What follows belongs to an exercise in optimizing a design on an open flow for small area and a short achievable clock period; a production flow would make more cautious choices.
Function was checked by simulation only, so behaviour that the tests miss may differ from the original.
Power figures rest on the tool's default switching activity, not on a simulated workload.

Setup of run B:
Design alu, start of the top module:
module alu #(parameter DATA_WIDTH = 8, CMD_WIDTH = 4)(
        input clk, rst, MODE, CE,
        input [1:0]INP_VALID,
        input [CMD_WIDTH-1:0]CMD,
        input [DATA_WIDTH-1:0]OPA,OPB,
        input CIN,
        output reg [2*DATA_WIDTH:0]res,
        output reg cout, oflow, g, l, e, err
);
==> flow/config.mk <==
export PLATFORM = sky130hd
export DESIGN_NAME = alu
export DESIGN_NICKNAME = alu
export VERILOG_FILES = /design/flow/design.v
export SDC_FILE = /design/flow/constraint.sdc
export NUM_CORES = 4
export LEC_CHECK = 0
export ABC_AREA = 1
export CAP_MARGIN = 20
export CORE_MARGIN = 2
export CORE_UTILIZATION = 50
export SETUP_SLACK_MARGIN = 3.05
export SLEW_MARGIN = 20
==> flow/constraint.sdc <==
create_clock -name core_clock -period 5.0 [get_ports {clk}]
set_input_delay 1.0000 -clock core_clock [delete_from_list [all_inputs] [get_ports {clk}]]
set_output_delay 1.0000 -clock core_clock [all_outputs]
set_load 0.01 [all_outputs]
standard.sh (not shown) runs the stock make flow with config.mk's settings and CLKGATE_MAP_FILE= SYNTH_SCRIPT=/design/flow/synth_recipe.tcl, a recipe that flattens the netlist after the stock synthesis.
==> flow/flow/run.sh <==
#!/bin/bash
# The standard layout with two changes: plain buffers (buf_2) as the port
# buffers instead of the delay buffers buffer_ports picks by default, and a
# smaller clock tree: a clkbuf_16 root, clkbuf_4 leaves and none of the
# dummy loads CTS adds for balancing.
set -euo pipefail
export BUFFER_PORTS_ARGS="-buffer_cell sky130_fd_sc_hd__buf_2"
export CTS_ARGS="-sink_clustering_enable -repair_clock_nets -dont_use_dummy_load -sink_clustering_size 60 -sink_clustering_max_diameter 150 -root_buf sky130_fd_sc_hd__clkbuf_16 -buf_list sky130_fd_sc_hd__clkbuf_4"
bash standard.sh > standard.log 2>&1
Run B | stages: all done | timing, DRC, antenna: all pass
[inputs] run R vs run B
--- a/flow/design.v
+++ b/flow/design.v
@@ -45,32 +45,30 @@
         wire m2 = MODE & (CMD == 4'd10);
         wire [7:0] a_in = m1 ? OPA + 8'd1 : m2 ? {1'b0, OPA[7:1]} :
                           ({8{~(i_incb | i_decb)}} & OPA) | {8{i_decb}};
         wire [7:0] b_in = m1 ? OPB + 8'd1 :
                           i_ror ? {OPB[7:3], 3'd0 - OPB[2:0]} :
                           i_shla ? {OPB[7:3], 3'd1} : i_shra ? {OPB[7:3], 3'd7} : OPB;
-        wire [8:0] yb_in = c_inca ? 9'd0 : c_deca ? 9'h1ff : {sgn_f & OPB[7], OPB} ^ {9{sub_f}};
+        wire [7:0] yb_in = c_inca ? 8'd0 : c_deca ? 8'hff : OPB ^ {8{sub_f}};
         reg ce_r;
-        reg mode_r, cin_r;
+        reg mode_r;
         reg [1:0] iv_r;
         reg [3:0] cmd_r;
         reg [7:0] a_r, b_r;
-        reg xe_r, ci_r;
-        reg [8:0] yb_r;
+        reg ci_r;
+        reg [7:0] yb_r;
         reg st1, st2;
         always @(posedge clk or posedge rst)
                 if (rst) ce_r <= 1'b0;
                 else ce_r <= CE;
         always @(posedge clk) begin
                 mode_r <= MODE;
-                cin_r  <= CIN;
                 iv_r   <= INP_VALID;
                 cmd_r  <= CMD;
                 a_r    <= a_in;
                 b_r    <= b_in;
-                xe_r   <= sgn_f & OPA[7] | i_decb;
                 yb_r   <= yb_in;
                 ci_r   <= ci_in;
         end
         wire [15:0] c = 16'd1 << cmd_r;
         wire v11 = iv_r == 2'b11, v10 = iv_r == 2'b10, v01 = iv_r == 2'b01;
         wire am = ce_r & mode_r, lm = ce_r & ~mode_r;
@@ -89,14 +87,14 @@
         wire op_decb = am & v01 & c[7];
         wire op_rot  = l11 & (c[12] | c[13]);
         wire sel_add  = op_add | op_sub | op_addc | op_subc | op_adds | op_subs |
                         op_inca | op_deca | op_incb | op_decb;
         wire sel_sext = op_sub | op_subc | op_deca | op_decb | op_adds | op_subs;
         wire sel_cout = op_add | op_addc | op_adds | op_subs;
-        wire sel_ovc  = op_sub | (op_subc & ~cin_r) | op_inca | op_deca | op_incb | op_decb;
-        wire sel_ovl  = op_subc & cin_r;
+        wire sel_ovc  = op_sub | (op_subc & ci_r) | op_inca | op_deca | op_incb | op_decb;
+        wire sel_ovl  = op_subc & ~ci_r;
         wire sel_ovs  = op_adds | op_subs;
         wire sel_cmpu = op_cmp | op_subs;
         wire sel_mul  = op_mul & st2;
         wire ERR = (am & (v11 ? (c[4] | c[5] | c[6] | c[7] | c[13] | c[14] | c[15]) :
                           v10 ? ~(c[4] | c[5]) : v01 ? ~(c[6] | c[7]) : 1'b1)) |
                    (lm & (v11 ? (c[6] | c[7] | c[14] | c[15]) :
@@ -140,13 +138,17 @@
         always @(posedge clk) begin
                 w0 <= cs2;
                 w1 <= cc2;
         end
         wire [16:0] prodw = ks_add(w0, w1, 1'b0);
         wire [15:0] prod = prodw[15:0];
-        wire [16:0] s9w = ks_add({7'd0, xe_r, a_r}, {7'd0, yb_r}, ci_r);
+        wire sgn_k = cmd_r[3] & (cmd_r[2] | cmd_r[0]);                                     
+        wire sub_k = (~cmd_r[3] & ~cmd_r[2] & cmd_r[0]) | (cmd_r[3] & ~cmd_r[1] & ~cmd_r[0]);  
+        wire xe = (sgn_k & a_r[7]) | (cmd_r == 4'd7);
+        wire ye = (cmd_r == 4'd5) | ((cmd_r != 4'd4) & ((sgn_k & b_r[7]) ^ sub_k));
+        wire [16:0] s9w = ks_add({7'd0, xe, a_r}, {7'd0, ye, yb_r}, ci_r);
         wire [8:0] s9 = s9w[8:0];
         wire eq = a_r == b_r;
         wire lt_s = {~a_r[7], a_r[6:0]} < {~b_r[7], b_r[6:0]};
         wire [15:0] rx = {8'd0, a_r} << b_r[2:0];
         wire [3:0] tt = ({4{l11 & c[0]}} & 4'b1000) |
                         ({4{l11 & c[1]}} & 4'b0111) |
==> run summary <==
Number of signal-net buffers in the layout went up by more than a quarter going from run B to run R.
Signed area change from the synthesized netlist to the final layout: run R vs run B up 2.9 points
The final critical-path setup slack reported for run R is greater than that of run B by 0.017 ns.
| worst reg-to-reg setup slack | higher: run R |
Measured against each other, run B and run R differ in total power, the lower figure coming from run R.
Run comparison: run R origin of the worst setup path CMD[1]; run B origin of the worst setup path d1[2]$_DFF_P_
Hold slack sits higher in run R than in run B.
Relative to run B, the fmax of run R is higher by 0.0048 GHz.
End point of the critical path: b_r[6]$_DFF_P_ -> run R, w0[9]$_DFF_P_ -> run B
Relative to run B, time the worst path needs with I/O delays and setup has decreased by 0.017 ns in run R.

## what the ideal ports hide
In the flow no input, the clock included, has a driving cell. The finished layouts below were timed again as built, in two steps.
Step 1 sets driving cells, clkbuf_16 on the clock port and buf_2 on the other inputs (assumed; they add their load-dependent delay and slew).
Step 2, shift: input delay + t, output delay - t, t = (earliest + latest rising clock arrival at the registers) / 2. This alone moves slack from input paths to output paths.
Three values: no drivers, after step 1, after step 2; two values: the first two.
| run | shift t [ns] | setup WS [ns] | latest minus earliest clock arrival (ns) | worst register clock-pin slew, ns | cell pins on the clock port's net |
|---|---|---|---|---|---|
| run B | 0.389 | 3.099 / 3.099 / 2.757 | 0.041 / 0.041 | 0.11 / 0.11 | 1 |
| run R | 0.385 | 3.116 / 3.106 / 2.752 | 0.036 / 0.036 | 0.10 / 0.10 | 1 |
After both steps every run listed still meets setup and hold. For run R, which loses most, drivers alone change the setup slack by -0.010 ns; drivers and shift together by -0.364 ns.
